Source: an optimization exercise on an open RTL-to-GDS flow (aim: small area and a short achievable clock period). Production flows keep margins and buffers that such runs may drop.
The RTL was checked by simulation tests, not by an equivalence proof against the original design.
No activity file was given, so power comes from the tool's default toggle rates.

--- flow/flow/run.sh ---
#!/bin/bash
set -euo pipefail
export BUFFER_PORTS_ARGS="-buffer_cell sky130_fd_sc_hd__buf_1"
export SETUP_SLACK_MARGIN=5.2
export CTS_ARGS="-sink_clustering_enable -repair_clock_nets -buf_list sky130_fd_sc_hd__clkbuf_8 -dont_use_dummy_load"
bash standard.sh > make.log 2>&1
--- flow/standard.sh ---
#!/bin/bash
# synth_recipe.tcl (not shown) runs the flow's synth.tcl, then flattens the netlist and writes it again
# the make line also repeats each setting of config.mk as NAME=value (left out here)
make -C /OpenROAD-flow-scripts/flow DESIGN_CONFIG=/design/flow/config.mk WORK_HOME=/design/flow/orfs CLKGATE_MAP_FILE= SYNTH_SCRIPT=/design/flow/synth_recipe.tcl "${@:-finish}"
--- flow/config.mk ---
export PLATFORM = sky130hd
export DESIGN_NAME = SyncFP32Adder2
export DESIGN_NICKNAME = SyncFP32Adder2
export VERILOG_FILES = /design/flow/design.v
export SDC_FILE = /design/flow/constraint.sdc
export NUM_CORES = 8
export LEC_CHECK = 0
export ABC_AREA = 1
export CAP_MARGIN = 20
export CORE_MARGIN = 2
export CORE_UTILIZATION = 55
export PLACE_DENSITY = 0.85
export SLEW_MARGIN = 20
--- flow/constraint.sdc ---
create_clock -name core_clock -period 9.5 [get_ports {clk}]
set_input_delay 1.9000 -clock core_clock [delete_from_list [all_inputs] [get_ports {clk}]]
set_output_delay 1.9000 -clock core_clock [all_outputs]
set_load 0.01 [all_outputs]
--- flow/design.v ---
module FP32Adder2_align(
    input  wire [31:0] a,
    input  wire [31:0] b,
    output wire        l_sign,
    output wire [7:0]  l_exp1,    
    output wire [23:0] l_manx,    
    output wire        sub,
    output wire [23:0] t_man,     
    output wire [1:0]  t_sh       
);
    assign sub = a[31] ^ b[31];
    wire [7:0] ea = a[30:23];
    wire [7:0] eb = b[30:23];
    wire [7:0] y;
    wire       c;
    sub8 ed(.x(ea), .y(eb), .d(y), .gt(c));
    wire [7:0] s  = y ^ {8{~c}};
    wire       far = |s[7:5];                   
    wire       ha = |ea;
    wire       hb = |eb;
    wire [23:0] ta = {ha, a[22:0]};
    wire [23:0] tb = {hb, b[22:0]};
    wire [23:0] t  = c ? {1'b0, tb[23:1]} : ta;
    wire [23:0] t1 = t >> {s[3:2], 2'b00};
    assign t_man  = far ? 24'd0 : s[4] ? {16'd0, t1[23:16]} : t1;
    assign t_sh   = s[1:0];
    wire [7:0] el = c ? ea : eb;
    assign l_exp1 = el + 8'd1;
    assign l_manx = (c ? ta : tb) ^ {24{sub}};
    assign l_sign = c ? a[31] : b[31];
endmodule
module sub8(
    input  wire [7:0] x,
    input  wire [7:0] y,
    output wire [7:0] d,
    output wire       gt
);
    wire [7:0] p = x ^ ~y;
    wire [7:0] g = x & ~y;
    wire [7:0] gl [0:3];
    wire [7:0] pl [0:3];
    assign gl[0] = g;
    assign pl[0] = p;
    genvar l, i;
    generate
        for (l = 0; l < 3; l = l + 1) begin : lv
            for (i = 0; i < 8; i = i + 1) begin : bt
                if ((i >> l) & 1) begin : m
                    localparam integer J = ((i >> l) << l) - 1;
                    assign gl[l+1][i] = gl[l][i] | (pl[l][i] & gl[l][J]);
                    assign pl[l+1][i] = pl[l][i] & pl[l][J];
                end else begin : t
                    assign gl[l+1][i] = gl[l][i];
                    assign pl[l+1][i] = pl[l][i];
                end
            end
        end
    endgenerate
    assign d  = p ^ {gl[3][6:0], 1'b0};
    assign gt = gl[3][7];
endmodule
module FP32Adder2(
    input  wire        l_sign,
    input  wire [23:0] l_manx,
    input  wire        sub,
    input  wire [23:0] t_man,
    input  wire [1:0]  t_sh,
    output wire [24:0] v,         
    output wire [4:0]  sh,        
    output wire        q,         
    output wire        sign
);
    wire [23:0] B  = t_man >> t_sh;
    wire [23:0] p0 = l_manx ^ B;
    wire [23:0] g0 = l_manx & B;
    wire [23:0] G, P;
    prefix24 pt(.g(g0), .p(p0), .G(G), .P(P));
    wire        co = G[23];              
    wire [23:0] m;
    assign m[0] = sub;
    assign m[23:1] = sub ? (co ? G[22:0] | P[22:0] : ~G[22:0]) : G[22:0];
    wire [23:0] r   = p0 ^ m;
    wire        ovf = co & ~sub;         
    wire [31:0] x = {1'b0, r[23:12], r[11] | r[10], r[9:0], 1'b0, 7'h7f};
    wire [4:0]  lz;
    lzc32 lzc(.x(x), .n(lz), .z());
    wire [24:0] v0 = {ovf, r};
    assign v    = sh[4] ? {v0[8:0], 16'd0} : v0;
    assign sh   = sub ? lz : {4'd0, ~ovf};
    assign q    = sub & ~|r[23:11];
    assign sign = l_sign ^ (sub & co);
endmodule
module FP32Adder2_norm(
    input  wire [24:0] v,
    input  wire [4:0]  sh,
    input  wire        q,
    input  wire [7:0]  l_exp1,
    input  wire        off,       
    output wire [22:0] mant,
    output wire [7:0]  exp,
    output wire        ovf
);
    wire [24:0] n = v << sh[3:0];
    assign mant = {n[23] & ~q, n[22:1]} & {23{~off}};
    wire zero = sh[4] & sh[3];
    wire [6:0] el = {1'b0, l_exp1[4:0], 1'b1} + {1'b0, ~sh, ~q};
    wire [2:0] hm = l_exp1[7:5] - 3'd1;
    wire [7:0] e  = {el[6] ? l_exp1[7:5] : hm, el[5:1]};
    assign exp = (zero | off) ? 8'd0 : e;
    wire [7:0] d  = l_exp1 ^ {3'd0, sh};
    wire [7:0] m;
    assign m[0] = 1'b1;
    genvar i;
    generate for (i = 1; i < 8; i = i + 1) begin : tm
        assign m[i] = &l_exp1[i-1:0];
    end endgenerate
    wire top = q ? ~|d : ~|(d ^ m);
    assign ovf = ~off & (~|l_exp1 | (~zero & top));
endmodule
module prefix24(
    input  wire [23:0] g,
    input  wire [23:0] p,
    output wire [23:0] G,
    output wire [23:0] P
);
    wire [23:0] gl [0:5];
    wire [23:0] pl [0:5];
    assign gl[0] = g;
    assign pl[0] = p;
    genvar l, i;
    generate
        for (l = 0; l < 5; l = l + 1) begin : lv
            for (i = 0; i < 24; i = i + 1) begin : bt
                if ((i >> l) & 1) begin : m
                    localparam integer J = ((i >> l) << l) - 1;
                    assign gl[l+1][i] = gl[l][i] | (pl[l][i] & gl[l][J]);
                    assign pl[l+1][i] = pl[l][i] & pl[l][J];
                end else begin : t
                    assign gl[l+1][i] = gl[l][i];
                    assign pl[l+1][i] = pl[l][i];
                end
            end
        end
    endgenerate
    assign G = gl[5];
    assign P = pl[5];
endmodule
module lzc32(
    input  wire [31:0] x,
    output wire [4:0]  n,
    output wire        z
);
    wire [15:0] a1;  wire [15:0] c1;
    wire [7:0]  a2;  wire [15:0] c2;
    wire [3:0]  a3;  wire [11:0] c3;
    wire [1:0]  a4;  wire [7:0]  c4;
    genvar i;
    generate
        for (i = 0; i < 16; i = i + 1) begin : l1
            assign a1[i] = x[2*i+1] | x[2*i];
            assign c1[i] = ~x[2*i+1];
        end
        for (i = 0; i < 8; i = i + 1) begin : l2
            assign a2[i] = a1[2*i+1] | a1[2*i];
            assign c2[2*i+1:2*i] = a1[2*i+1] ? {1'b0, c1[2*i+1]} : {1'b1, c1[2*i]};
        end
        for (i = 0; i < 4; i = i + 1) begin : l3
            assign a3[i] = a2[2*i+1] | a2[2*i];
            assign c3[3*i+2:3*i] = a2[2*i+1] ? {1'b0, c2[4*i+3:4*i+2]} : {1'b1, c2[4*i+1:4*i]};
        end
        for (i = 0; i < 2; i = i + 1) begin : l4
            assign a4[i] = a3[2*i+1] | a3[2*i];
            assign c4[4*i+3:4*i] = a3[2*i+1] ? {1'b0, c3[6*i+5:6*i+3]} : {1'b1, c3[6*i+2:6*i]};
        end
    endgenerate
    assign z = ~(a4[1] | a4[0]);
    assign n = a4[1] ? {1'b0, c4[7:4]} : {1'b1, c4[3:0]};
endmodule
module SyncFP32Adder2(
    input wire [31:0] a,
    input wire [31:0] b,
    output wire [31:0] S,
    output wire Overflow,
    input wire clk,
    input wire rst
);
    wire        l_sign_d, sub_d;
    wire [7:0]  l_exp1_d;
    wire [23:0] l_manx_d;
    wire [23:0] t_man_d;
    wire [1:0]  t_sh_d;
    FP32Adder2_align align(
        .a(a), .b(b),
        .l_sign(l_sign_d), .l_exp1(l_exp1_d), .l_manx(l_manx_d),
        .sub(sub_d), .t_man(t_man_d), .t_sh(t_sh_d)
    );
    reg        l_sign_q, sub_q;
    reg [7:0]  l_exp1_q;
    reg [23:0] l_manx_q;
    reg [23:0] t_man_q;
    reg [1:0]  t_sh_q;
    wire [24:0] v_d;
    wire [4:0]  sh_d;
    wire        q_d, sign_d;
    FP32Adder2 add(
        .l_sign(l_sign_q), .l_manx(l_manx_q),
        .sub(sub_q), .t_man(t_man_q), .t_sh(t_sh_q),
        .v(v_d), .sh(sh_d), .q(q_d), .sign(sign_d)
    );
    reg [24:0] v_q;
    reg [4:0]  sh_q;
    reg        q_q, sign_q;
    reg [7:0]  l_exp1_2q;
    reg first, off;
    always @(posedge clk, posedge rst) begin
        if (rst) begin
            first <= 1'b1;
            off   <= 1'b1;
        end else begin
            first <= 1'b0;
            off   <= first;
        end
    end
    always @(posedge clk) begin
        l_sign_q  <= l_sign_d;
        sub_q     <= sub_d;
        l_exp1_q  <= l_exp1_d;
        l_manx_q  <= l_manx_d;
        t_man_q   <= t_man_d;
        t_sh_q    <= t_sh_d;
        v_q       <= v_d;
        sh_q      <= sh_d;
        q_q       <= q_d;
        sign_q    <= sign_d;
        l_exp1_2q <= l_exp1_q;
    end
    wire [22:0] mant;
    wire [7:0]  exp;
    wire        ovf;
    FP32Adder2_norm norm(
        .v(v_q), .sh(sh_q), .q(q_q), .l_exp1(l_exp1_2q), .off(off),
        .mant(mant), .exp(exp), .ovf(ovf)
    );
    assign S = {sign_q & ~off, exp, mant};
    assign Overflow = ovf;
endmodule
==> impl_results.md, run 1 <==
- Status: timing/DRC/antenna clean
- Worst-case clock buffer depth: 2
- CP startpoint: sh_q[0]
- Root Buffer: clkbuf_8
- Mapped Nets: around 1400
- RSZ-0062 raised after global routing: yes
- Critical path endpoint category: output pin
- Yosys top cell area share: 23.9%
- Iteration-0 DRC Markers: approximately 580
- Initial Utilization: ~57%
- Peak VDD IR: 95.1 uV
- Worst slew pin tran: between 0.9 and 1 ns
- Required @ worst endpoint: about 7.6 ns
- Nets: 1521
- Clk latency of the worst-skew pair: 0.37 ns
- EDFF count, synth: 0
- Reg-to-reg startpoint: t_sh_q[0]
- DP Wirelength: 15900 um
- Ys Warns: 3
- Fin crit share: 44.3%
- Max Used Layer: met4
- Metal3 WL: 1270 um
- Clock Skew: 0.0218 ns
- Hold Crit Class: reg -> reg
- Die ar.: 16100 um^2
- Antenna violations before repair: 0
- Placed cell count: 1554
- Sink Count: around 100
- Post-DR vias/cell: 5.43
- Number of CTS-inserted buffers: 9
- Row Count: 44
- Crit path DAT: 2.30 ns
- CP Cell Sequence: buf_12 > fa_2 > nor2_4 > o21a_1 > nor2_2 > o21ai_1 > a21oi_2 > buf_4 > a211oi_2 > buf_2
- Die Ht: roughly 130 um
- I/O pin total: 99
- Post-route DRC violation count: 0
- Number of detailed-route iterations in the first pass: 5
- Synth top area cells: dfxtp_1 (24%), nand2_1 (20%), o21ai_0 (7.6%), inv_1 (6.7%), ha_1 (6.0%)
- Final Hold Vio Count: 0
- WL met1: about 9100 um
- Worst r2r dst: v_q[1]
- Port Buffers: 98
- Share of layout cells above drive strength 1: 9.87%
- Max-slew headroom: 33.8%
- Post-route ant nets: 0
- Vias in the first global route: 7621
- Most used flip-flop cell after synthesis: dfxtp_1
- Final instance area: 9430 um^2
- Non-Filler Instances: 1593
- Final wirelength: 21400 um
- Placed instance area: 8760 um^2
- Startpoint types: register
- CP max stage cell: fa_2
- Netlist Area Pre-Place: between 8000 and 9000 um^2
- CP endpoint: S[29]
- Max Clk Rate: 238 MHz
- Max-slew violations: 0
- Horiz. Die Dim: 127 um
- Worst path max stage delay: 0.37 ns
- Routed wire length per instance: 13.4 um
- Max Cap Viol: 0
- Syn-to-layout area delta: 13.5%
- Met2 WL post-DR: 9940 um
- H-tree levels: 3
- Total power: 2.27 mW
- Core area: 14600 um^2
- Cell taking the most area after synthesis: dfxtp_1
- Min Tclk post-route: 4.20 ns
- P per Cell Area: 241 nW/um^2
- TNS Setup: 0 ns
- Post-layout util: 64.4%
- Clk pin slew, worst setup/hold paths: approximately 0.09 ns
- Placer congestion estimate: 0.968
- TritonCTS clock tree: built
- Pin count of the biggest net entering global routing: 34
- Ys async rst share: 1.98%
- Flop2flop setup slack: between 5 and 6 ns
- Syn Area/Cell: 6.32 um^2
- Cell variety after synth: 60
- FF+latch count, synth: around 100
- DR vias: 8652
- Sequential share of the synthesized area: 24.5%
- Total track usage: 25.6%
- Final antenna diode count: 0
- Critical Path Fanout Max: 14
- Grt ovf: 0
- Cells after Synth: between 1000 and 1500
- Lkg Pwr: 4.72 nW
- Final setup viols: 0
- First-pass GRT wire length: 34400 um
- R2R depth: 27
- Critical setup path kind: reg -> out
## sequential cells by signal, summed over array words and instances (netlist names), 2 cells and up
register	count
sh_q	5
t_sh_q	2
l_exp1_q	8
t_man_q	24
v_q	24
l_exp1_2q	8
l_manx_q	24
## layout by cell type, fill, tap and decap left out, types with 4 or more instances in the layout
cell type / count
nand3_2: 4
clkbuf_8: 9
nor4_1: 6
a22oi_1: 5
nor2_1: 75
xnor2_1: 5
nor3_1: 10
buf_1: 94
mux2i_1: 33
xor2_1: 38
ha_1: 39
a21o_1: 4
a32oi_1: 4
a21oi_1: 41
nand3_1: 49
buf_4: 25
or2_2: 4
nor2_4: 4
a31oi_1: 5
clkinvlp_4: 5
dfxtp_1: 95
nand2_4: 5
o21bai_1: 6
o21ai_0: 120
nand2_1: 438
o31ai_1: 4
nor2_2: 10
o21ai_1: 5
nand4_1: 11
inv_1: 143
nand2_2: 16
a211oi_1: 7
inv_2: 8
o22ai_1: 13
## cell usage after synthesis (all sizes together) (4+ instances only)
library cell    n
buf            12
nand3          54
nor3           12
a21oi          45
o31ai           4
ha             40
nor4            7
nand4          11
a32oi           4
a211oi          8
xnor2           7
dfxtp          99
clkbuf         38
fa              4
a21o            4
nand2         461
o21ai         128
a31oi           5
o21bai          9
nor2           91
a22oi           5
xor2           40
or2             5
mux2i          33
o22ai          13
inv           154
## power by group
group	total, mW	switching (mW)	internal (mW)	leakage [nW]
Sequential	0.608	0.0654	0.542	0.848
Combinational	1.46	0.946	0.511	3.81
Clock	0.209	0.124	0.0851	0.0647
Total	2.27	1.14	1.14	4.72
## area by class of cell
| cell class | count | area (um^2) |
|---|---|---|
| timing repair inverter | 2 | 12.5 |
| sequential | 101 | 2050 |
| tap | 184 | 230 |
| multi-input combinational | 1009 | 5640 |
| timing repair buffer | 131 | 751 |
| fill | 1297 | 5220 |
| inverter | 157 | 619 |
| clock buffer | 9 | 124 |
## critical path: cells and delay by family (launching register included)
family / cells / cell delay [ns]
fa+ha+maj: 1 / 0.37
buf+inv: 3 / 0.48
compound gates: 4 / 0.57
flops: 1 / 0.36
simple gates: 2 / 0.17
## worst min-delay path by stage
stage | from | end | slack (ns) | cells after the start
2_1_floorplan | l_exp1_q[0] | l_exp1_2q[0] | 0.31 | 0
3_3_place_gp | l_exp1_q[7] | l_exp1_2q[7] | 0.31 | 0
3_5_place_dp | l_exp1_q[1] | l_exp1_2q[1] | 0.31 | 0
4_1_cts | l_exp1_q[0] | l_exp1_2q[0] | 0.31 | 0
5_1_grt | l_exp1_q[0] | l_exp1_2q[0] | 0.31 | 0
6_report | l_exp1_q[0] | l_exp1_2q[0] | 0.31 | 0
## cells by family (layout without fill, tap and decap cells)
| logic type | count (synthesis) | after routing | share of synthesized area (%) |
|---|---|---|---|
| AO/OA/AOI/OAI | 238 | 238 | 16.6 |
| flip-flops | 101 | 101 | 24.5 |
| AND/OR/NAND/NOR | 644 | 646 | 33.3 |
| adder cells (fa/ha/maj) | 44 | 44 | 6.99 |
| multiplexers | 33 | 33 | 3.98 |
| buffers and inverters | 207 | 299 | 9.67 |
| XOR/XNOR | 47 | 47 | 4.95 |
| other | 1 | 1 | 0.0451 |
## per-layer routing
metal	vias up	global-route usage [%]
li1	4439	-
met1	3772	32.1
met2	365	43.1
met3	76	2.57
met4	0	14.1
met5	-	0
## timing repair
item / in CTS / in global routing
gates resized for setup: 29 / 40
endpoints found under the setup margin: 58 / 73
cloned: 4 / 4
pin swaps: 2 / 8
setup buffers: 5 / 17
hold buffers: 0 / 0
## through the flow
step | setup WS [ns] | hold slack, ns
floorplan | 5.23 | 0.310
global placement | 4.26 | 0.311
detailed placement | 4.07 | 0.312
CTS | 5.15 | 0.315
global route | 5.18 | 0.313
finish | 5.30 | 0.315
==> run 2, diff against run 1 <==
--- a/flow/flow/run.sh
+++ b/flow/flow/run.sh
@@ -4,3 +4,4 @@
 export SETUP_SLACK_MARGIN=5.2
 export CTS_ARGS="-sink_clustering_enable -repair_clock_nets -buf_list sky130_fd_sc_hd__clkbuf_8 -dont_use_dummy_load"
+export SKIP_GATE_CLONING=1
 bash standard.sh > make.log 2>&1
--- a/flow/config.mk
+++ b/flow/config.mk
@@ -10,4 +10,4 @@
 export CORE_MARGIN = 2
 export CORE_UTILIZATION = 55
-export PLACE_DENSITY = 0.85
+export PLACE_DENSITY = 0.8
 export SLEW_MARGIN = 20
==> run 2 against run 1 <==
Still clean. Fmax rose by 0.73%. Worst setup slack improved by 0.030 ns. Wire length grew 0.58%. Sequential share of layout area increased by 0.39 points. Cell count down 0.82%. Highest routed layer unchanged.
==> impl_results.md, run 2 <==
- Max Clk Rate: 240 MHz (+0.73%)
- Max-slew headroom: 36.3% (+2.5 points)
- Commonest cells after routing, fill and taps aside: nand2_1 (439), inv_1 (143), o21ai_0 (116), buf_1 (94), dfxtp_1 (94)
- Clk latency of the worst-skew pair: 0.37 ns (about the same)
- Syn Area/Cell: 6.32 um^2 (unchanged)
- Total track usage: 25.8% (+0.24 points)
- Peak VDD IR: 92.3 uV (-3.0%)
- Post-layout util: 63.3% (-1.0 points)
- Crit path DAT: 2.27 ns (-0.03 ns)
- TNS Setup: 0 ns (unchanged)
- Core area: 14600 um^2 (unchanged)
- Sequential cell area: 2050 um^2 (+0.18%)
- Commonest non-fill, non-tap cell in the layout: nand2_1
- EDFF count, synth: 0 (unchanged)
- I/O pin total: 99 (unchanged)
- Biggest regs: l_manx_q (24), t_man_q (24), v_q (24)
- H-tree levels: 3 (unchanged)
- Reg-to-reg startpoint: t_sh_q[0]
- Antenna violations before repair: 0 (unchanged)
- Worst path bufs/invs: 3 (unchanged)
- Sink Count: 101 (unchanged)
- Horiz. Die Dim: 127 um (unchanged)
- Number of detailed-route iterations in the first pass: 7 (+2)
- Hold Path Sink: l_exp1_2q[6]
- Min Tclk post-route: 4.17 ns (-0.0304 ns)
- R2R depth: 27 (unchanged)
- Required @ worst endpoint: 7.60 ns (about the same)
- CP top delay family: compound AO/OA/AOI/OAI gates
- Mapped Nets: 1425 (unchanged)
- Clk pin slew, worst setup/hold paths: 0.09 ns (about the same)
- Final wirelength: 21500 um (+0.58%)
- Post-route ant nets: 0 (unchanged)
- Startpoint of the worst hold path: l_exp1_q[6]
- Mux contribution to synthesized area: 3.98% (unchanged)
- Nets: 1508 (-0.85%)
- DR vias: 8521 (-1.5%)
- Max-slew violations: 0 (unchanged)
- Worst-case clock buffer depth: 2 (unchanged)
- Ys Warns: 3 (unchanged)
- Fillers: 1373 (+5.9%)
- First-pass GRT wire length: 34400 um (+0.18%)
- Placer congestion estimate: 0.957 (-1.1%)
- Hold_ws: 0.332 ns (+0.0178 ns)
- Worst r2r dst: v_q[1]
- Hold Path Depth: 0 (unchanged)
- FF+latch count, synth: 101 (unchanged)
- Footprint of the multi-input gates: 5630 um^2 (-0.22%)
- Placed instance area: 8750 um^2 (about the same)
- CP Cell Sequence: clkinvlp_4 > ha_4 > inv_2 > nor2_2 > o21a_1 > nor2_2 > o21ai_1 > a21oi_2 > nand2_1 > a21oi_1 > clkbuf_2
- TritonCTS clock tree: built
- Initial Utilization: 56.7% (unchanged)
- Cells after Synth: 1315 (unchanged)
- Die Ht: 127 um (unchanged)
- Pin count of the biggest net entering global routing: 67 (+97%)
- Synth top area cells: dfxtp_1 (24%), nand2_1 (20%), o21ai_0 (7.6%), inv_1 (6.7%), ha_1 (6.0%)
- Post-Synth XOR/XNOR Area: 4.95% (unchanged)
- CP max stage cell: dfxtp_4
- Root Buffer: clkbuf_8
- Worst path max stage delay: 0.37 ns (about the same)
- P per Cell Area: 244 nW/um^2 (+1.3%)
- Final antenna diode count: 0 (unchanged)
- RSZ-0062 raised after global routing: no
- Netlist Area Pre-Place: 8310 um^2 (unchanged)
- Cell variety after synth: 60 (unchanged)
- Status: timing/DRC/antenna clean
- Number of CTS-inserted buffers: 9 (unchanged)
- Ys async rst share: 1.98% (unchanged)
- Critical Path Fanout Max: 4 (-10)
- Routed wire length per instance: 13.6 um (+1.4%)
- Final Hold Vio Count: 0 (unchanged)
- Largest family of logic cells by synthesized area: simple AND/OR/NAND/NOR gates
- Iteration-0 DRC Markers: 521 (-9.5%)
- Compound-Gate Fraction of Synth Area: 16.6% (unchanged)
- Fin crit share: 43.9% (-0.32 points)
- Max Cap Viol: 0 (unchanged)
- Grt ovf: 0 (unchanged)
- Crit path top cell by count: nor2_2
- DP Wirelength: 16400 um (+3.3%)
- Post-DR vias/cell: 5.39 (-0.70%)
- Syn-to-layout area delta: 11.7%
- Total power: 2.27 mW (-0.29%)
- Final setup viols: 0 (unchanged)
- Most used flip-flop cell after synthesis: dfxtp_1
- CTS Hold Bufs: 0 (unchanged)
- Row Count: 44 (unchanged)
- Flop2flop setup slack: 5.48 ns (-0.08 ns)
- Final instance area: 9280 um^2 (-1.6%)
- Critical setup path kind: reg -> out
- Post-synth top cells: nand2_1 (442), inv_1 (148), o21ai_0 (126)
- Startpoint types: register
- Vias in the first global route: 7391 (-3.0%)
- Sequential share of the synthesized area: 24.5% (unchanged)
- Die ar.: 16100 um^2 (unchanged)
- Worst slew pin tran: 0.954 ns (-0.0374 ns)
- Most frequent cell after synthesis: nand2_1
- Post-route DRC violation count: 0 (unchanged)
- Yosys top cell area share: 23.9% (unchanged)
- Adder-Cell Fraction of Synth Area: 6.99% (unchanged)
- Simple-Gate Fraction of Synth Area: 33.3% (unchanged)
- Clock Skew: 0.0295 ns (+0.00770 ns)
- Port Buffers: 98 (unchanged)
- Hold Crit Class: reg -> reg
- Cell taking the most area after synthesis: dfxtp_1
- Critical path endpoint category: output pin
- Lkg Pwr: 4.62 nW (-2.2%)
- Share of layout cells above drive strength 1: 8.81% (-1.1 points)
==> run 2: metal layers <==
metal	wire [um]	GRT usage, %
met1	9380	33.8
met2	9950	42.8
met3	1270	3.16
met4	908	11.4
met5	0	0
==> run 2: layout make-up <==
| type | count | area share [%] |
|---|---|---|
| Sequential cell | 101 | 22.1 |
| Multi-Input combinational cell | 1007 | 60.7 |
| Timing Repair Buffer | 122 | 6.68 |
| Inverter | 157 | 6.70 |
| Tap cell | 184 | 2.48 |
| Clock buffer | 9 | 1.34 |
==> run 2: what timing repair did <==
| action | CTS | global route |
|---|---|---|
| pin swaps | 1 | 9 |
| resized for setup | 27 | 49 |
| buffers inserted | 8 | 10 |
| setup endpoints to repair | 81 | 51 |
==> run 2: how the worst max path moves through the flow <==
stage                       startpoint           to  slack [ns]  cells past startpoint
final                          sh_q[1]        S[30]        5.33                     11
after global routing             b[23]  l_exp1_q[7]        5.15                     20
after CTS                 l_exp1_2q[0]        S[30]        5.14                     11
after detailed placement         b[23]   t_man_q[3]        4.10                     18
after global placement           b[23]   t_man_q[7]        4.23                     17
after floorplan                  b[23]   t_man_q[1]        5.23                     10
==> run 2: report_power, final <==
part	leakage (nW)	internal (mW)	switching, mW
registers	0.848	0.543	0.0742
clock network	0.0647	0.0852	0.126
logic	3.71	0.500	0.939
total	4.62	1.13	1.14
==> run 2: worst reg2reg max path: cells and delay by family (launching register included) <==
| family | cells | cell delay, ns |
|---|---|---|
| buf+inv | 6 | 0.79 |
| simple gates | 17 | 1.84 |
| compound gates | 2 | 0.28 |
| mux | 1 | 0.29 |
| flops | 1 | 0.34 |
| fa+ha+maj | 1 | 0.36 |
==> run 2: metrics by stage <==
stage | cells | worst slack (ns)
2_1_floorplan | 1315 | 5.23
3_3_place_gp | 1553 | 4.23
3_5_place_dp | 1553 | 4.10
4_1_cts | 1570 | 5.14
5_1_grt | 1580 | 5.15
6_report | 1580 | 5.33
==> run 2: cells by family (layout without fill, tap and decap cells) <==
logic type,after synthesis,after routing
muxes,33,33
and+or+nand+nor,644,644
DFF,101,101
adders and majority gates,44,44
buffers and inverters,207,288
AOI/OAI and AO/OA,238,238
xor gates and xnor gates,47,47
other,1,1
==> run 3, diff against run 2 <==
==> flow/flow/run.sh (replaced) <==
#!/bin/bash
set -euo pipefail
export BUFFER_PORTS_ARGS="-buffer_cell sky130_fd_sc_hd__buf_1"
export SETUP_SLACK_MARGIN=5.2
export CTS_ARGS="-sink_clustering_enable -repair_clock_nets -buf_list sky130_fd_sc_hd__clkbuf_8 -dont_use_dummy_load"
bash standard.sh > make.log 2>&1
--- a/flow/config.mk
+++ b/flow/config.mk
@@ -10,4 +10,5 @@
 export CORE_MARGIN = 2
 export CORE_UTILIZATION = 55
+export GPL_TIMING_DRIVEN = 0
 export PLACE_DENSITY = 0.8
 export SLEW_MARGIN = 20
==> run 3 against run 2 <==
Clock skew shrank 0.0045 ns. Non-clock buffer count is 44 higher. Critical path depth is 5 higher. Sequential share of layout area decreased by 0.53 points. Still clean. Sequential power is 2% lower. Die area stayed put. Worst setup slack got worse by 0.057 ns. Power is 2.7% higher. Clock power is essentially flat. Synthesized cell count unchanged.
==> impl_results.md, run 3 <==
- Status: timing/DRC/antenna clean
- DR vias: 8584 (+0.74%)
- Final Hold Vio Count: 0 (unchanged)
- Total track usage: 27.3% (+1.5 points)
- I/O pin total: 99 (unchanged)
- Port Buffers: 98 (unchanged)
- TritonCTS clock tree: built
- Flop2flop setup slack: 5.51 ns (+0.03 ns)
- Required @ worst endpoint: 9.74 ns (+2.14 ns)
- Fillers: 1367 (-0.44%)
- Most used flip-flop cell after synthesis: dfxtp_1
- Routed wire length per instance: 13.8 um (+1.6%)
- Ys Warns: 3 (unchanged)
- Worst-case clock buffer depth: 2 (unchanged)
- Final setup viols: 0 (unchanged)
- Die Ht: 127 um (unchanged)
- DP Wirelength: 18400 um (+12%)
- FF+latch count, synth: 101 (unchanged)
- Fin crit share: 44.5% (+0.60 points)
- RSZ-0062 raised after global routing: yes
- Placed cell count: 1597 (+2.8%)
- Clock Skew: 0.0250 ns (-0.00453 ns)
- Min Tclk post-route: 4.23 ns (+0.0569 ns)
- Post-synth top cells: nand2_1 (442), inv_1 (148), o21ai_0 (126)
- Footprint of the multi-input gates: 5650 um^2 (+0.27%)
- Post-route DRC violation count: 0 (unchanged)
- R2R depth: 26 (-3.7%)
- Vias in the first global route: 7792 (+5.4%)
- Initial Utilization: 56.7% (unchanged)
- Post-route ant nets: 0 (unchanged)
- Row Count: 44 (unchanged)
- Synth top area cells: dfxtp_1 (24%), nand2_1 (20%), o21ai_0 (7.6%), inv_1 (6.7%), ha_1 (6.0%)
- Nets: 1552 (+2.9%)
- Cell variety after synth: 60 (unchanged)
- Number of CTS-inserted buffers: 9 (unchanged)
- Netlist Area Pre-Place: 8310 um^2 (unchanged)
- Max Clk Rate: 236 MHz (-1.3%)
- Startpoint types: input pin
- Number of detailed-route iterations in the first pass: 5 (-2)
- Peak VDD IR: 102 uV (+10%)
- Share of layout cells above drive strength 1: 11.0% (+2.2 points)
- First-pass GRT wire length: 36100 um (+5.0%)
- Mapped Nets: 1425 (unchanged)
- Sink Count: 101 (unchanged)
- Post-layout util: 64.7% (+1.3 points)
- Hold Path Depth: 0 (unchanged)
- Antenna violations before repair: 0 (unchanged)
- EDFF count, synth: 0 (unchanged)
- Cells after Synth: 1315 (unchanged)
- CTS Hold Bufs: 0 (unchanged)
- Critical path endpoint category: register
- Grt ovf: 0 (unchanged)
- Max-slew headroom: 48.8% (+12 points)
- Biggest regs: l_manx_q (24), t_man_q (24), v_q (24)
- Iteration-0 DRC Markers: 536 (+2.9%)
- P per Cell Area: 246 nW/um^2 (+0.54%)
- Final worst slack: 5.27 ns (-0.0569 ns)
- Total power: 2.33 mW (+2.7%)
- Critical setup path kind: in -> reg
- Crit path DAT: 4.47 ns (+2.20 ns)
- Sequential cell area: 2040 um^2 (-0.31%)
- Ys async rst share: 1.98% (unchanged)
- H-tree levels: 3 (unchanged)
- Pin count of the biggest net entering global routing: 20 (-70%)
- Clk pin slew, worst setup/hold paths: 0.10 ns (about the same)
- Placer congestion estimate: 1.01 (+5.5%)
- DP Worst Slack: 4.22 ns (+0.121 ns)
- Post-DR vias/cell: 5.29 (-2.0%)
- Max Cap Viol: 0 (unchanged)
- TNS Setup: 0 ns (unchanged)
- Most frequent cell after synthesis: nand2_1
- Sequential share of the synthesized area: 24.5% (unchanged)
- Final antenna diode count: 0 (unchanged)
- Root Buffer: clkbuf_8
- Commonest cells after routing, fill and taps aside: nand2_1 (438), inv_1 (144), o21ai_0 (113), buf_1 (96), dfxtp_1 (95)
- Lkg Pwr: 4.77 nW (+3.3%)
- Die ar.: 16100 um^2 (unchanged)
- Hold Crit Class: reg -> reg
- Max-slew violations: 0 (unchanged)
- Worst slew pin tran: 0.764 ns (-0.190 ns)
- Syn Area/Cell: 6.32 um^2 (unchanged)
- Critical Path Fanout Max: 10 (+6)
- Yosys top cell area share: 23.9% (unchanged)
- Final wirelength: 22400 um (+4.4%)
- Syn-to-layout area delta: 14.0%
- Horiz. Die Dim: 127 um (unchanged)
- Commonest non-fill, non-tap cell in the layout: nand2_1
- Core area: 14600 um^2 (unchanged)
- Clk latency of the worst-skew pair: 0.37 ns (about the same)
- Cell taking the most area after synthesis: dfxtp_1
- Non-Filler Instances: 1624 (+2.8%)
[run 3: kinds of logic (layout without fill, tap and decap cells)]
group	after synthesis	count (layout)	synth area share, %
AO/OA/AOI/OAI	238	238	16.6
flip-flops	101	101	24.5
adder cells (fa/ha/maj)	44	44	6.99
multiplexers	33	33	3.98
AND/OR/NAND/NOR	644	644	33.3
buffers and inverters	207	332	9.67
XOR/XNOR	47	47	4.95
other	1	1	0.0451
[run 3: power breakdown]
part	total, mW	switching [mW]	internal (mW)
clock network	0.213	0.128	0.0853
logic	1.51	0.978	0.535
registers	0.602	0.0602	0.542
[run 3: worst max-delay path: stages]
cell      delay, ns
buf_1          0.15
inv_1          0.06
ha_1           0.19
fa_1           0.40
nand3_1        0.10
nand2_1        0.11
nand4_1        0.10
nand2_1        0.09
buf_2          0.23
clkbuf_2       0.24
nand2_1        0.09
o21ai_0        0.18
o21ai_1        0.42
inv_1          0.08
nand2_1        0.08
a32oi_1        0.05
[run 3: final cells by class]
class / instances / share of cell area [%]
inverter: 157 / 6.39
tap: 184 / 2.43
multi-input combinational: 1007 / 59.6
sequential: 101 / 21.6
clock buffer: 9 / 1.31
buffer: 50 / 3.37
timing repair buffer: 116 / 5.34
[run 3: through the flow]
stage                     hold WS, ns  instance area [um^2]
after floorplan                 0.310                  8310
after global placement          0.311                  8910
after detailed placement        0.312                  8910
after CTS                       0.315                  9220
after global routing            0.308                  9470
final                           0.311                  9470
[run 3: final timing paths]
kind                             start      endpoint
setup / recovery                 b[23]    t_man_q[0]
min in group asynchronous          rst           off
hold reg to reg            l_exp1_q[0]  l_exp1_2q[0]
hold / removal             l_exp1_q[0]  l_exp1_2q[0]
max in group asynchronous          rst         first
setup reg to reg             t_sh_q[1]       sh_q[2]
[run 3: what timing repair did]
item / 4_1_cts / 5_1_grt
resized for setup: 53 / 84
cloned: 0 / 1
setup buffers: 2 / 15
setup endpoints to repair: 87 / 64
pin swaps: 3 / 12
[run 3: routing by layer]
| metal | part of all wire (%) | up-vias | global-route usage, % |
|---|---|---|---|
| li1 | - | 4495 | - |
| met1 | 43 | 3738 | 33.8 |
| met2 | 48 | 295 | 48.7 |
| met3 | 5.0 | 56 | 2.66 |
| met4 | 3.5 | 0 | 11.2 |
| met5 | 0 | - | 0 |
==> run 4, diff against run 3 <==
--- a/flow/config.mk
+++ b/flow/config.mk
@@ -10,5 +10,5 @@
 export CORE_MARGIN = 2
 export CORE_UTILIZATION = 55
-export GPL_TIMING_DRIVEN = 0
+export GPL_ROUTABILITY_DRIVEN = 0
 export PLACE_DENSITY = 0.8
 export SLEW_MARGIN = 20
==> run 4 against run 3 <==
Worst setup slack better by 0.049 ns. Clock power hardly changed. Critical path depth is 5 lower. Critical path type is now reg -> out.
==> impl_results.md, run 4 <==
- Status: timing/DRC/antenna clean
- Max Clk Rate: 239 MHz (+1.2%)
- Startpoint types: register
- Worst path max stage delay: 0.37 ns (-0.05 ns)
- Post-synth top cells: nand2_1 (442), inv_1 (148), o21ai_0 (126)
- EDFF count, synth: 0 (unchanged)
- Share of layout cells above drive strength 1: 9.27% (-1.7 points)
- Horiz. Die Dim: 127 um (unchanged)
- Peak VDD IR: 89.6 uV (-12%)
- Row Count: 44 (unchanged)
- Syn-to-layout area delta: 12.8%
- Final worst slack: 5.32 ns (+0.0489 ns)
- Synth top area cells: dfxtp_1 (24%), nand2_1 (20%), o21ai_0 (7.6%), inv_1 (6.7%), ha_1 (6.0%)
- Total power: 2.28 mW (-2.1%)
- Pin count of the biggest net entering global routing: 67 (+240%)
- Routed wire length per instance: 13.7 um (-0.60%)
- Total track usage: 25.8% (-1.5 points)
- P per Cell Area: 243 nW/um^2 (-1.0%)
- Cell variety after synth: 60 (unchanged)
- Most frequent cell after synthesis: nand2_1
- Required @ worst endpoint: 7.60 ns (-2.14 ns)
- Placed cell count: 1553 (-2.8%)
- Sequential share of the synthesized area: 24.5% (unchanged)
- CP startpoint: sh_q[1]
- Clock Skew: 0.0284 ns (+0.00338 ns)
- Critical setup path kind: reg -> out
- Yosys top cell area share: 23.9% (unchanged)
- Sink Count: 101 (unchanged)
- TNS Setup: 0 ns (unchanged)
- Lkg Pwr: 4.67 nW (-2.2%)
- Commonest cells after routing, fill and taps aside: nand2_1 (438), inv_1 (142), o21ai_0 (116), buf_1 (95), dfxtp_1 (94)
- Most used flip-flop cell after synthesis: dfxtp_1
- RSZ-0062 raised after global routing: yes
- Commonest non-fill, non-tap cell in the layout: nand2_1
- Crit path top cell by count: nor2_2
- CP max stage cell: dfxtp_4
- Initial Utilization: 56.7% (unchanged)
- Biggest regs: l_manx_q (24), t_man_q (24), v_q (24)
- CTS Hold Bufs: 0 (unchanged)
- Final instance area: 9380 um^2 (-1.0%)
- Hold Crit Class: reg -> reg
- First-pass GRT wire length: 34400 um (-4.8%)
- Cells after Synth: 1315 (unchanged)
- Part of the power in registers: 27.1% (+1.2 points)
- Syn Area/Cell: 6.32 um^2 (unchanged)
- Number of CTS-inserted buffers: 9 (unchanged)
- Number of detailed-route iterations in the first pass: 8 (+3)
- Iteration-0 DRC Markers: 546 (+1.9%)
- Max Cap Viol: 0 (unchanged)
- Comb power frac: 63.7% (-1.3 points)
- Die ar.: 16100 um^2 (unchanged)
- DR vias: 8613 (+0.34%)
- Final setup viols: 0 (unchanged)
- Fin crit share: 44.0% (-0.52 points)
- Critical path endpoint category: output pin
- Post-route DRC violation count: 0 (unchanged)
- R2R depth: 26 (unchanged)
- Clock power frac: 9.2% (about the same)
- DP Wirelength: 16400 um (-11%)
- DP Worst Slack: 4.10 ns (-0.121 ns)
- Flop2flop setup slack: 5.54 ns (+0.03 ns)
- Max-slew violations: 0 (unchanged)
- Cell taking the most area after synthesis: dfxtp_1
- Reg-to-reg startpoint: t_sh_q[0]
- Post-DR vias/cell: 5.43 (+2.7%)
- Worst r2r dst: v_q[1]
- Vias in the first global route: 7410 (-4.9%)
- Startpoint of the worst hold path: l_exp1_q[6]
- Clk pin slew, worst setup/hold paths: 0.08 ns (-0.02 ns)
- Final antenna diode count: 0 (unchanged)
- Netlist Area Pre-Place: 8310 um^2 (unchanged)
- Crit path DAT: 2.28 ns (-2.19 ns)
- Mapped Nets: 1425 (unchanged)
- Root Buffer: clkbuf_8
- Port Buffers: 98 (unchanged)
- Non-Filler Instances: 1586 (-2.3%)
- CP top delay family: compound AO/OA/AOI/OAI gates
- H-tree levels: 3 (unchanged)
- Critical Path Fanout Max: 4 (-6)
- TritonCTS clock tree: built
- Internal power: 1.14 mW (-2.3%)
- Antenna violations before repair: 0 (unchanged)
- Ys async rst share: 1.98% (unchanged)
- Final wirelength: 21800 um (-2.9%)
- Min Tclk post-route: 4.18 ns (-0.0489 ns)
- Max-slew headroom: 33.1% (-16 points)
- CP endpoint: S[30]
- Clk latency of the worst-skew pair: 0.37 ns (about the same)
- Grt ovf: 0 (unchanged)
- Nets: 1514 (-2.4%)
- Worst slew pin tran: 1.00 ns (+0.237 ns)
- Die Ht: 127 um (unchanged)
- Switching Fraction: 50.2% (+0.12 points)
- Post-route ant nets: 0 (unchanged)
- Core area: 14600 um^2 (unchanged)
- FF+latch count, synth: 101 (unchanged)
- Worst-case clock buffer depth: 2 (unchanged)
- Placed instance area: 8750 um^2 (-1.8%)
- Worst path bufs/invs: 3 (-2)
- Ys Warns: 3 (unchanged)
- CP Cell Sequence: clkinvlp_4 > ha_4 > inv_2 > nor2_2 > o21a_1 > nor2_2 > o21ai_1 > a21oi_2 > nand2_1 > a21oi_1 > clkbuf_2
- I/O pin total: 99 (unchanged)
- Worst path depth: 11 (-5)
- Net Sw Power: 1.14 mW (-1.8%)
- Final Hold Vio Count: 0 (unchanged)
run 4: cells by family (layout without fill, tap and decap cells):
family	after synthesis	after routing	synth area share (%)
adders and majority gates	44	44	6.99
other	1	1	0.0451
buffers and inverters	207	292	9.67
DFF	101	101	24.5
xor gates and xnor gates	47	47	4.95
muxes	33	33	3.98
and+or+nand+nor	644	646	33.3
AOI/OAI and AO/OA	238	238	16.6
run 4: how the worst min path moves through the flow:
stage / endpoint / depth (start not counted) / slack, ns
after floorplan: l_exp1_2q[0] / 0 / 0.31
after global placement: l_exp1_2q[4] / 0 / 0.31
after detailed placement: l_exp1_2q[3] / 0 / 0.31
after CTS: l_exp1_2q[6] / 0 / 0.33
after global routing: l_exp1_2q[2] / 0 / 0.34
final: l_exp1_2q[6] / 0 / 0.33
run 4: area by class of cell:
class | count | area, um^2
Multi-Input combinational cell | 1009 | 5650
Fill cell | 1349 | 5270
Sequential cell | 101 | 2050
Timing Repair Buffer | 124 | 686
Inverter | 157 | 622
Tap cell | 184 | 230
Clock buffer | 9 | 124
Timing Repair inverter | 2 | 12.5
run 4: what timing repair did:
action,CTS,global route
resized for setup,27,49
pin swaps,1,9
endpoints found under the setup margin,81,58
cloned,2,6
buffers inserted,5,11
run 4: power groups by stage:
stage	combinational, mW	clock, mW	sequential [mW]
final	1.45	0.211	0.618
after detailed placement	1.30	0	0.629
after global placement	1.27	0	0.626
after global routing	1.64	0.233	0.630
after floorplan	1.04	0	0.587
after CTS	1.35	0.214	0.611
run 4: per-layer routing:
| layer | GRT usage [%] | vias to the layer above | routed length (um) |
|---|---|---|---|
| met5 | 0 | - | 0 |
| met4 | 11.8 | 0 | 875 |
| met3 | 3.16 | 65 | 1400 |
| met2 | 42.6 | 359 | 10200 |
| met1 | 33.8 | 3775 | 9350 |
| li1 | - | 4414 | - |
run 4: stage by stage:
step                hold WS, ns  util [%]
floorplan                 0.310         -
global placement          0.311      59.8
detailed placement        0.312      59.8
CTS                       0.334      61.6
global route              0.336      64.0
finish                    0.332      64.0
==> run 5, diff against run 4 <==
--- a/flow/flow/run.sh
+++ b/flow/flow/run.sh
@@ -4,3 +4,4 @@
 export SETUP_SLACK_MARGIN=5.2
 export CTS_ARGS="-sink_clustering_enable -repair_clock_nets -buf_list sky130_fd_sc_hd__clkbuf_8 -dont_use_dummy_load"
+export SETUP_MOVE_SEQUENCE="unbuffer,sizeup,swap,buffer"
 bash standard.sh > make.log 2>&1
--- a/flow/config.mk
+++ b/flow/config.mk
@@ -10,5 +10,4 @@
 export CORE_MARGIN = 2
 export CORE_UTILIZATION = 55
-export GPL_ROUTABILITY_DRIVEN = 0
 export PLACE_DENSITY = 0.8
 export SLEW_MARGIN = 20
==> run 5 against run 4 <==
Via count fell by 1.9%. Critical path depth rose by 2. Power is 1.8% higher. Cell count is 0.50% lower. Synthesized area did not move. Wire length shrank 2.6%. Sequential share of layout area fell by 0.093 points.
==> impl_results.md, run 5 <==
- H-tree levels: 3 (unchanged)
- Startpoint types: register
- Horiz. Die Dim: 127 um (unchanged)
- Most frequent cell after synthesis: nand2_1
- DR vias: 8453 (-1.9%)
- Critical Path Fanout Max: 24 (+20)
- Post-synth top cells: nand2_1 (442), inv_1 (148), o21ai_0 (126)
- Non-Filler Instances: 1578 (-0.50%)
- Row Count: 44 (unchanged)
- Port Buffers: 98 (unchanged)
- DP Wirelength: 16400 um (unchanged)
- Fillers: 1359 (+0.74%)
- Sequential share of the synthesized area: 24.5% (unchanged)
- Yosys top cell area share: 23.9% (unchanged)
- Max-slew headroom: 36.7% (+3.5 points)
- Mapped Nets: 1425 (unchanged)
- Ys async rst share: 1.98% (unchanged)
- Clk pin slew, worst setup/hold paths: 0.09 ns (about the same)
- Antenna violations before repair: 0 (unchanged)
- Final antenna diode count: 0 (unchanged)
- Biggest regs: l_manx_q (24), t_man_q (24), v_q (24)
- Cells after Synth: 1315 (unchanged)
- Total power: 2.32 mW (+1.8%)
- Sequential cell area: 2040 um^2 (-0.43%)
- Pin count of the biggest net entering global routing: 67 (unchanged)
- Root Buffer: clkbuf_8
- Total track usage: 25.8% (about the same)
- Min Tclk post-route: 4.73 ns (+0.543 ns)
- TNS Setup: 0 ns (unchanged)
- Share of layout cells above drive strength 1: 10.8% (+1.5 points)
- Sink Count: 101 (unchanged)
- Required @ worst endpoint: 7.60 ns (about the same)
- EDFF count, synth: 0 (unchanged)
- First-pass GRT wire length: 34500 um (+0.18%)
- Final wirelength: 21200 um (-2.6%)
- Clock Skew: 0.0288 ns (+0.000447 ns)
- RSZ-0062 raised after global routing: yes
- Final worst slack: 4.77 ns (-0.543 ns)
- Commonest non-fill, non-tap cell in the layout: nand2_1
- P per Cell Area: 248 nW/um^2 (+1.8%)
- Post-route ant nets: 0 (unchanged)
- Final setup viols: 0 (unchanged)
- Lkg Pwr: 4.66 nW (-0.17%)
- Vias in the first global route: 7441 (+0.42%)
- Die ar.: 16100 um^2 (unchanged)
- Footprint of the multi-input gates: 5740 um^2 (+1.6%)
- Placed instance area: 8750 um^2 (unchanged)
- Hold Crit Class: reg -> reg
- Core area: 14600 um^2 (unchanged)
- Cell taking the most area after synthesis: dfxtp_1
- Nets: 1506 (-0.53%)
- Iteration-0 DRC Markers: 490 (-10%)
- Cell variety after synth: 60 (unchanged)
- Die Ht: 127 um (unchanged)
- Number of CTS-inserted buffers: 9 (unchanged)
- Crit path DAT: 2.83 ns (+0.55 ns)
- TritonCTS clock tree: built
- Most used flip-flop cell after synthesis: dfxtp_1
- Status: timing/DRC/antenna clean
- Fin crit share: 49.7% (+5.7 points)
- Synth top area cells: dfxtp_1 (24%), nand2_1 (20%), o21ai_0 (7.6%), inv_1 (6.7%), ha_1 (6.0%)
- Post-route DRC violation count: 0 (unchanged)
- Syn Area/Cell: 6.32 um^2 (unchanged)
- Worst slew pin tran: 0.949 ns (-0.0531 ns)
- I/O pin total: 99 (unchanged)
- Routed wire length per instance: 13.4 um (-2.1%)
- Peak VDD IR: 88.4 uV (-1.3%)
- Initial Utilization: 56.7% (unchanged)
- Final instance area: 9380 um^2 (unchanged)
- Placer congestion estimate: between 0.9 and 1
- Netlist Area Pre-Place: 8310 um^2 (unchanged)
- Syn-to-layout area delta: 12.8% (unchanged)
- Placed cell count: 1553 (unchanged)
- Critical setup path kind: reg -> out
- Number of detailed-route iterations in the first pass: 7 (-1)
- Post-DR vias/cell: 5.36 (-1.4%)
- DP Worst Slack: 4.10 ns (unchanged)
- Worst-case clock buffer depth: 2 (unchanged)
- Max Clk Rate: 212 MHz (-11%)
- Commonest cells after routing, fill and taps aside: nand2_1 (435), inv_1 (141), o21ai_0 (111), dfxtp_1 (95), buf_1 (88)
- Clk latency of the worst-skew pair: 0.38 ns (about the same)
- Grt ovf: 0 (unchanged)
- Critical path endpoint category: output pin
- Final Hold Vio Count: 0 (unchanged)
- Max-slew violations: 0 (unchanged)
- Max Cap Viol: 0 (unchanged)
- Ys Warns: 3 (unchanged)
- FF+latch count, synth: 101 (unchanged)
[run 5: power by group]
group	internal [mW]	switching [mW]
clock	0.0852	0.127
sequential	0.543	0.0853
combinational	0.535	0.948
[run 5: layer usage]
layer | track usage (%) | wire length [um]
met5 | 0 | 0
met4 | 11.3 | 781
met3 | 3.12 | 1230
met2 | 43.1 | 9950
met1 | 33.6 | 9250
[run 5: area by class of cell]
class | count | area share [%]
inverters | 157 | 6.69
well taps | 184 | 2.46
multi-input cells | 1007 | 61.2
flip-flops and latches | 101 | 21.8
repair buffers | 120 | 6.55
clock buffers | 9 | 1.32
[run 5: logic make-up (layout without fill, tap and decap cells)]
family,after synthesis,after routing,share of synthesized area (%)
adders and majority gates,44,44,6.99
muxes,33,33,3.98
AOI/OAI and AO/OA,238,238,16.6
and+or+nand+nor,644,644,33.3
other,1,1,0.0451
buffers and inverters,207,286,9.67
DFF,101,101,24.5
xor gates and xnor gates,47,47,4.95
[run 5: worst max-delay path, stage by stage (launching register included)]
cell	delay (ns)
dfxtp_4	0.49
clkinvlp_4	0.39
ha_4	0.42
inv_4	0.04
buf_4	0.13
buf_6	0.11
o21bai_4	0.13
nand2_1	0.08
inv_2	0.08
o21ai_2	0.06
nand2_2	0.09
o21ai_2	0.09
a21oi_2	0.17
buf_2	0.17
[run 5: path summary, 6_finish.rpt]
| check | from | end | slack [ns] | depth (start not counted) |
|---|---|---|---|---|
| setup / recovery | sh_q[1] | S[27] | 4.77 | 13 |
| hold / removal | l_exp1_q[4] | l_exp1_2q[4] | 0.33 | 0 |
| setup reg to reg | t_sh_q[0] | v_q[1] | 5.51 | 25 |
| hold reg to reg | l_exp1_q[4] | l_exp1_2q[4] | 0.33 | 0 |
| max in group asynchronous | rst | first | 7.93 | 2 |
| min in group asynchronous | rst | off | 1.55 | 2 |
[run 5: per-stage QoR]
stage,hold WS [ns],util (%)
global route,0.336,64.0
CTS,0.334,61.9
detailed placement,0.312,59.8
finish,0.332,64.0
floorplan,0.310,-
global placement,0.311,59.8
[run 5: timing repair]
action                                  4_1_cts  5_1_grt
endpoints found under the hold margin         0        0
pin swaps                                    10       23
endpoints found under the setup margin       81       58
hold buffers                                  0        0
buffers inserted                              8        8
resized for setup                            41       75
==> run 6, diff against run 5 <==
==> flow/flow/run.sh (replaced) <==
#!/bin/bash
set -euo pipefail
mkdir -p scripts
cp -r "$FLOW_HOME/scripts/." scripts/
cp flow/abc.script scripts/abc_area.script
export SCRIPTS_DIR="$PWD/scripts"
export BUFFER_PORTS_ARGS="-buffer_cell sky130_fd_sc_hd__buf_1"
export SETUP_SLACK_MARGIN=5.2
export CTS_ARGS="-sink_clustering_enable -repair_clock_nets -buf_list sky130_fd_sc_hd__clkbuf_8 -dont_use_dummy_load"
bash standard.sh > make.log 2>&1
==> flow/flow/abc.script (new file) <==
strash
dch -f
map -B 0.9
topo
stime -c
buffer -c
upsize -c
dnsize -c
--- a/flow/config.mk
+++ b/flow/config.mk
@@ -10,4 +10,5 @@
 export CORE_MARGIN = 2
 export CORE_UTILIZATION = 55
+export CTS_BUF_LIST = sky130_fd_sc_hd__clkbuf_8
 export PLACE_DENSITY = 0.8
 export SLEW_MARGIN = 20
==> run 6 against run 5 <==
Sequential share of layout area shrank 0.57 points. Global-route usage is 1.6 points higher. Cell count is 4.9% higher. Critical path type is now in -> reg.
==> impl_results.md, run 6 <==
- Max-slew violations: 0 (unchanged)
- Hold_ws: 0.333 ns (+0.00147 ns)
- Post-synth top cells: nand2_1 (480), inv_1 (162), o21ai_0 (145)
- Worst path bufs/invs: 4 (-2)
- Status: timing/DRC/antenna clean
- Most frequent cell after synthesis: nand2_1
- P per Cell Area: 236 nW/um^2 (-4.9%)
- Max-slew headroom: 34.3% (-2.4 points)
- EDFF count, synth: 0 (unchanged)
- Cell taking the most area after synthesis: dfxtp_1
- CP max stage cell: fa_2
- Clock Skew: 0.0294 ns (+0.000542 ns)
- Mapped Nets: 1477 (+3.6%)
- Syn Area/Cell: 6.06 um^2 (-4.1%)
- I/O pin total: 99 (unchanged)
- Placed cell count: 1600 (+3.0%)
- TNS Setup: 0 ns (unchanged)
- Final Hold Vio Count: 0 (unchanged)
- Worst path max stage delay: 0.38 ns (-0.11 ns)
- CP endpoint: t_man_q[0]
- Final instance area: 9640 um^2 (+2.9%)
- Port Buffers: 98 (unchanged)
- Clk latency of the worst-skew pair: 0.38 ns (about the same)
- H-tree levels: 3 (unchanged)
- Horiz. Die Dim: 127 um (-0.15%)
- Final wirelength: 23100 um (+8.7%)
- Netlist Area Pre-Place: 8280 um^2 (-0.32%)
- Vias in the first global route: 7889 (+6.0%)
- Lkg Pwr: 4.64 nW (-0.31%)
- Antenna violations before repair: 0 (unchanged)
- Reg-to-reg startpoint: t_sh_q[0]
- Total track usage: 27.4% (+1.6 points)
- Synth top area cells: dfxtp_1 (24%), nand2_1 (22%), o21ai_0 (8.8%), inv_1 (7.3%), ha_1 (6.0%)
- Crit path top cell by count: nand2_2
- Ys async rst share: 1.98% (unchanged)
- Post-layout util: 65.9% (+1.8 points)
- Placer congestion estimate: 0.936 (-2.3%)
- Row Count: 44 (unchanged)
- Fillers: 1342 (-1.3%)
- Hold Crit Class: reg -> reg
- Post-DR vias/cell: 5.41 (+1.1%)
- Commonest cells after routing, fill and taps aside: nand2_1 (475), inv_1 (153), o21ai_0 (132), buf_1 (95), dfxtp_1 (94)
- Non-Filler Instances: 1656 (+4.9%)
- Total power: 2.27 mW (-2.1%)
- Worst r2r dst: v_q[7]
- Root Buffer: clkbuf_8
- TritonCTS clock tree: built
- Critical path endpoint category: register
- FF+latch count, synth: 101 (unchanged)
- CTS Hold Bufs: 0 (unchanged)
- DR vias: 8965 (+6.1%)
- Die Ht: 127 um (-0.15%)
- CP startpoint: a[23]
- Biggest regs: l_manx_q (24), t_man_q (24), v_q (24)
- Final worst slack: 5.32 ns (+0.546 ns)
- Worst-case clock buffer depth: 2 (unchanged)
- Critical setup path kind: in -> reg
- Ys Warns: 3 (unchanged)
- Share of layout cells above drive strength 1: 11.2% (+0.45 points)
- Placed instance area: 8710 um^2 (-0.54%)
- Fin crit share: 44.0% (-5.7 points)
- Core area: 14600 um^2 (unchanged)
- Iteration-0 DRC Markers: 724 (+48%)
- First-pass GRT wire length: 36500 um (+5.8%)
- Yosys top cell area share: 23.9% (+0.076 points)
- Worst path depth: 18 (+5)
- R2R depth: 26 (+4.0%)
- CP Cell Sequence: buf_1 > ha_4 > fa_2 > nand3_2 > nand2_2 > nand2_2 > nand3_2 > nand2_2 > a21oi_4 > nor2_4 > buf_12 > buf_8 > xor2_4 > clkinvlp_4 > or2_2 > nand2_1 > nand2_1 > a31oi_1
- CP top delay family: simple AND/OR/NAND/NOR gates
- Grt ovf: 0 (unchanged)
- Max Clk Rate: 239 MHz (+13%)
- Pin count of the biggest net entering global routing: 62 (-7.5%)
- Flop2flop setup slack: 5.53 ns (+0.02 ns)
- Sink Count: 101 (unchanged)
- Min Tclk post-route: 4.18 ns (-0.546 ns)
- Post-route ant nets: 0 (unchanged)
- Commonest non-fill, non-tap cell in the layout: nand2_1
- Final antenna diode count: 0 (unchanged)
- DP Wirelength: 17100 um (+4.0%)
- DP Worst Slack: 3.73 ns (-0.368 ns)
- Clk pin slew, worst setup/hold paths: 0.10 ns (about the same)
- Syn-to-layout area delta: 16.5%
- Cells after Synth: 1367 (+4.0%)
- Die ar.: 16100 um^2 (-0.31%)
- Routed wire length per instance: 13.9 um (+3.6%)
- RSZ-0062 raised after global routing: no
- Nets: 1584 (+5.2%)
- Sequential share of the synthesized area: 24.6% (+0.078 points)
- Number of CTS-inserted buffers: 9 (unchanged)
- Number of detailed-route iterations in the first pass: 6 (-1)
- Cell variety after synth: 55 (-8.3%)
- Critical Path Fanout Max: 8 (-67%)
- Most used flip-flop cell after synthesis: dfxtp_1
- Max Cap Viol: 0 (unchanged)
- Required @ worst endpoint: 9.82 ns (+2.22 ns)
- Crit path DAT: 4.50 ns (+1.67 ns)
- Startpoint types: input pin
- Final setup viols: 0 (unchanged)
- Peak VDD IR: 88.5 uV (about the same)
- Worst slew pin tran: 0.979 ns (+0.0304 ns)
- Initial Utilization: 56.6% (-0.18 points)
- Post-route DRC violation count: 0 (unchanged)
run 6: cell count changes in the layout (fill, tap and decap cells not counted), sizes merged, moves of 5 or more:
cell,delta
inv,+11
nand3,+12
nand2,+40
nand4,-5
o21ai,+21
a31oi,+12
clkinvlp,+10
o211ai,+5
mux2i,-25
buf,+15
run 6: how the worst min path moves through the flow:
stage / start / endpoint / slack [ns] / cells after the start
finish: l_exp1_q[2] / l_exp1_2q[2] / 0.33 / 0
CTS: l_exp1_q[1] / l_exp1_2q[1] / 0.33 / 0
global route: l_exp1_q[5] / l_exp1_2q[5] / 0.34 / 0
floorplan: l_exp1_q[0] / l_exp1_2q[0] / 0.31 / 0
global placement: l_exp1_q[7] / l_exp1_2q[7] / 0.31 / 0
detailed placement: l_exp1_q[2] / l_exp1_2q[2] / 0.31 / 0
run 6: timing repair:
item | 4_1_cts | 5_1_grt
cloned | 8 | 7
endpoints found under the setup margin | 84 | 60
pin swaps | 3 | 13
resized for setup | 40 | 66
setup buffers | 12 | 20
run 6: report_power, final:
part / switching, mW / total, mW / internal, mW
clock network: 0.126 / 0.211 / 0.0851
logic: 0.938 / 1.46 / 0.524
registers: 0.0608 / 0.600 / 0.539
total: 1.13 / 2.27 / 1.15
run 6: area by class of cell:
cell class / instances / area (um^2) / area share (%)
timing repair inverter: 8 / 55.1 / 0.571
tap: 184 / 230 / 2.39
sequential: 101 / 2050 / 21.2
clock buffer: 9 / 124 / 1.28
inverter: 170 / 686 / 7.11
timing repair buffer: 139 / 826 / 8.56
multi-input combinational: 1045 / 5680 / 58.8
run 6: routing by layer:
| metal | routed length (um) | share of wire [%] | vias up | track usage (%) |
|---|---|---|---|---|
| met2 | 11200 | 49 | 336 | 48.2 |
| li1 | - | - | 4590 | - |
| met5 | 0 | 0 | - | 0 |
| met1 | 9770 | 42 | 3975 | 34.5 |
| met4 | 682 | 3.0 | 0 | 9.11 |
| met3 | 1380 | 6.0 | 64 | 4.05 |
run 6: logic make-up after synthesis:
group,after synthesis,share of synthesized area (%)
other,1,0.0453
AOI/OAI and AO/OA,255,17.4
buffers and inverters,224,10.6
adders and majority gates,44,7.01
muxes,8,0.967
xor gates and xnor gates,45,4.76
and+or+nand+nor,689,34.7
DFF,101,24.6
==> run 7, diff against run 6 <==
==> flow/flow/run.sh (replaced) <==
#!/bin/bash
set -euo pipefail
mkdir -p scripts
cp -r "$FLOW_HOME/scripts/." scripts/
cp flow/abc.script scripts/abc_area.script
export SCRIPTS_DIR="$PWD/scripts"
export BUFFER_PORTS_ARGS="-buffer_cell sky130_fd_sc_hd__buf_1"
export SETUP_SLACK_MARGIN=5.2
bash standard.sh > make.log 2>&1
==> flow/flow/abc.script (replaced) <==
strash
dch
map -B 0.5
topo
stime -c
buffer -c
upsize -c
dnsize -c
==> run 7 against run 6 <==
Die area fell by 1.4%. Largest cell class unchanged. Worst setup slack got worse by 0.049 ns. Cell count fell by 6.5%.
==> impl_results.md, run 7 <==
- Netlist Area Pre-Place: 8160 um^2 (-1.4%)
- Critical setup path kind: reg -> out
- Syn-to-layout area delta: 17.7%
- Ys Warns: 3 (unchanged)
- Row Count: 44 (unchanged)
- Max-slew headroom: 57.7% (+23 points)
- Vias in the first global route: 7842 (-0.60%)
- Clk latency of the worst-skew pair: 0.39 ns (about the same)
- Number of detailed-route iterations in the first pass: 5 (-1)
- Required @ worst endpoint: 7.60 ns (-2.22 ns)
- Root Buffer: clkbuf_8
- Largest family of logic cells by synthesized area: simple AND/OR/NAND/NOR gates
- Most frequent cell after synthesis: nand2_1
- Clock Skew: 0.00902 ns (-0.0203 ns)
- Final Hold Vio Count: 0 (unchanged)
- Horiz. Die Dim: 126 um (-0.70%)
- Ys async rst share: 1.98% (unchanged)
- Syn Area/Cell: 6.55 um^2 (+8.1%)
- Critical Path Fanout Max: 14 (+6)
- Sequential share of the synthesized area: 24.9% (+0.36 points)
- TNS Setup: 0 ns (unchanged)
- Share of layout cells above drive strength 1: 13.9% (+2.7 points)
- Worst slew pin tran: 0.630 ns (-0.349 ns)
- Clk pin slew, worst setup/hold paths: 0.10 ns (about the same)
- Nets: 1470 (-7.2%)
- TritonCTS clock tree: built
- Synth top area cells: dfxtp_1 (24%), nand2_1 (13%), o21ai_0 (7.8%), inv_1 (6.6%), ha_1 (6.1%)
- Commonest cells after routing, fill and taps aside: nand2_1 (284), inv_1 (137), o21ai_0 (114), dfxtp_1 (95), buf_1 (92)
- Cell variety after synth: 54 (-1.8%)
- Post-route ant nets: 0 (unchanged)
- Placer congestion estimate: 0.979 (+4.7%)
- Crit path DAT: 2.33 ns (-2.17 ns)
- Sink Count: 101 (unchanged)
- Lkg Pwr: 4.66 nW (+0.36%)
- Post-route DRC violation count: 0 (unchanged)
- Yosys top cell area share: 24.3% (+0.35 points)
- Post-synth top cells: nand2_1 (290), inv_1 (144), o21ai_0 (128)
- DP Wirelength: 16700 um (-2.2%)
- H-tree levels: 3 (unchanged)
- Fillers: 1289 (-3.9%)
- Number of CTS-inserted buffers: 9 (unchanged)
- Hold_ws: 0.331 ns (-0.00184 ns)
- Hold Crit Class: reg -> reg
- Cell taking the most area after synthesis: dfxtp_1
- FF+latch count, synth: 101 (unchanged)
- Routed wire length per instance: 14.7 um (+5.7%)
- Post-Synth XOR/XNOR Area: 4.61% (-0.15 points)
- Iteration-0 DRC Markers: 531 (-27%)
- Critical path endpoint category: output pin
- Max Clk Rate: 236 MHz (-1.2%)
- Final antenna diode count: 0 (unchanged)
- Max Cap Viol: 0 (unchanged)
- Commonest non-fill, non-tap cell in the layout: nand2_1
- Compound-Gate Fraction of Synth Area: 18.9% (+1.6 points)
- DR vias: 8673 (-3.3%)
- Final setup viols: 0 (unchanged)
- Startpoint types: register
- P per Cell Area: 254 nW/um^2 (+7.7%)
- Port Buffers: 98 (unchanged)
- I/O pin total: 99 (unchanged)
- Most used flip-flop cell after synthesis: dfxtp_1
- Biggest regs: l_manx_q (24), t_man_q (24), v_q (24)
- Max-slew violations: 0 (unchanged)
- CTS Hold Bufs: 0 (unchanged)
- EDFF count, synth: 0 (unchanged)
- Total track usage: 27.6% (+0.20 points)
- Initial Utilization: 56.2% (-0.39 points)
- Die Ht: 126 um (-0.70%)
- Peak VDD IR: 115 uV (+30%)
- Mux contribution to synthesized area: 5.89% (+4.9 points)
- Post-DR vias/cell: 5.60 (+3.4%)
- Worst-case clock buffer depth: 2 (unchanged)
- Min Tclk post-route: 4.23 ns (+0.0488 ns)
- Simple-Gate Fraction of Synth Area: 28.8% (-5.9 points)
- RSZ-0062 raised after global routing: yes
- Grt ovf: 0 (unchanged)
- Final wirelength: 22800 um (-1.1%)
- First-pass GRT wire length: 36400 um (-0.28%)
- Mapped Nets: 1356 (-8.2%)
- Status: timing/DRC/antenna clean
- Core area: 14500 um^2 (-0.75%)
- Cells after Synth: 1246 (-8.9%)
- Adder-Cell Fraction of Synth Area: 7.11% (+0.10 points)
- Pin count of the biggest net entering global routing: 36 (-42%)
- Flop2flop setup slack: 5.49 ns (-0.04 ns)
- Fin crit share: 44.5% (+0.51 points)
- Antenna violations before repair: 0 (unchanged)
- Die ar.: 15800 um^2 (-1.4%)
-- run 7: cell types whose count changed in the layout (fill, tap and decap cells not counted), sizes merged, moves of 6 or more --
cell   change
nand4     +12
inv       -15
mux2i     +40
nor3       +6
o21ai     -14
a31oi     -14
nand2    -189
nor2      +11
a22oi      +6
a21oi     +44
-- run 7: power by group --
| part | switching, mW | internal (mW) |
|---|---|---|
| clock network | 0.155 | 0.133 |
| logic | 0.984 | 0.558 |
| registers | 0.0635 | 0.545 |
-- run 7: critical path: stages (launching register included) --
cell	delay, ns
dfxtp_4	0.36
buf_12	0.15
fa_2	0.38
nor2_4	0.15
nor2_4	0.05
nor2_2	0.10
nor2_2	0.06
o21ai_1	0.15
a21oi_2	0.12
buf_4	0.15
o21a_1	0.15
clkbuf_2	0.12
-- run 7: cell type report --
class / instances / area (um^2) / share of cell area (%)
Sequential cell: 101 / 2050 / 21.3
Timing Repair Buffer: 144 / 868 / 9.03
Tap cell: 184 / 230 / 2.40
Inverter: 153 / 609 / 6.34
Timing Repair inverter: 4 / 22.5 / 0.234
Clock inverter: 6 / 81.3 / 0.846
Multi-Input combinational cell: 947 / 5610 / 58.4
Clock buffer: 10 / 138 / 1.43
-- run 7: what timing repair did --
action / CTS / global route
buffers inserted: 16 / 19
endpoints found under the setup margin: 99 / 56
gates resized for setup: 35 / 68
gates cloned: 8 / 3
hold endpoints to repair: 0 / 0
pin swaps: 5 / 19
-- run 7: logic make-up after synthesis --
kind of cell	after synthesis
XOR/XNOR	43
AO/OA/AOI/OAI	277
AND/OR/NAND/NOR	531
buffers and inverters	201
adder cells (fa/ha/maj)	44
multiplexers	48
flip-flops	101
other	1
-- run 7: final timing paths --
path,start,endpoint,depth (start not counted)
min reg2reg,l_exp1_q[0],l_exp1_2q[0],0
min in group asynchronous,rst,first,2
max reg2reg,t_sh_q[0],sh_q[1],21
max in group asynchronous,rst,off,2
max,sh_q[0],S[28],11
min,l_exp1_q[0],l_exp1_2q[0],0
-- run 7: layer usage --
metal	track usage [%]	share of wire (%)	wire length, um	vias to the layer above
met4	13.8	4.3	979	0
met1	34.4	42	9480	3851
met5	0	0	0	-
met2	46.9	47	10800	398
li1	-	-	-	4353
met3	3.74	6.9	1560	71
-- run 7: stage by stage --
step / setup WS (ns) / instance area [um^2] / util (%) / power [mW] / cells
2_1_floorplan: 5.21 / 8220 / - / 1.65 / 1246
3_3_place_gp: 3.43 / 8650 / 59.5 / 1.94 / 1487
3_5_place_dp: 3.28 / 8650 / 59.5 / 1.96 / 1487
4_1_cts: 5.20 / 9240 / 63.6 / 2.32 / 1527
5_1_grt: 5.15 / 9610 / 66.1 / 2.64 / 1549
6_report: 5.27 / 9610 / 66.1 / 2.44 / 1549

## separate check: timing with driven ports
Ports are ideal in the flow. The routed layouts listed here were re-timed in OpenROAD. Step 1 sets driving cells, clkbuf_16 on the clock port and buf_2 on the other inputs (assumed; they add their load-dependent delay and slew). Step 2 also shifts input and output timing later by t, the mid clock arrival at the registers, as if the neighbouring blocks saw the same clock. Three values: no drivers, after step 1, after step 2; two values: the first two.
run | t (ns) | setup slack, ns
run 1 | 0.395 | 5.295 / 5.262 / 4.959
run 2 | 0.393 | 5.326 / 5.291 / 4.950
run 3 | 0.391 | 5.269 / 5.246 / 4.892
run 4 | 0.395 | 5.318 / 5.283 / 4.964
run 5 | 0.399 | 4.775 / 4.738 / 4.973
run 6 | 0.398 | 5.320 / 5.305 / 4.937
run 7 | 0.424 | 5.272 / 5.229 / 4.864
After both steps every run listed still meets setup and hold.
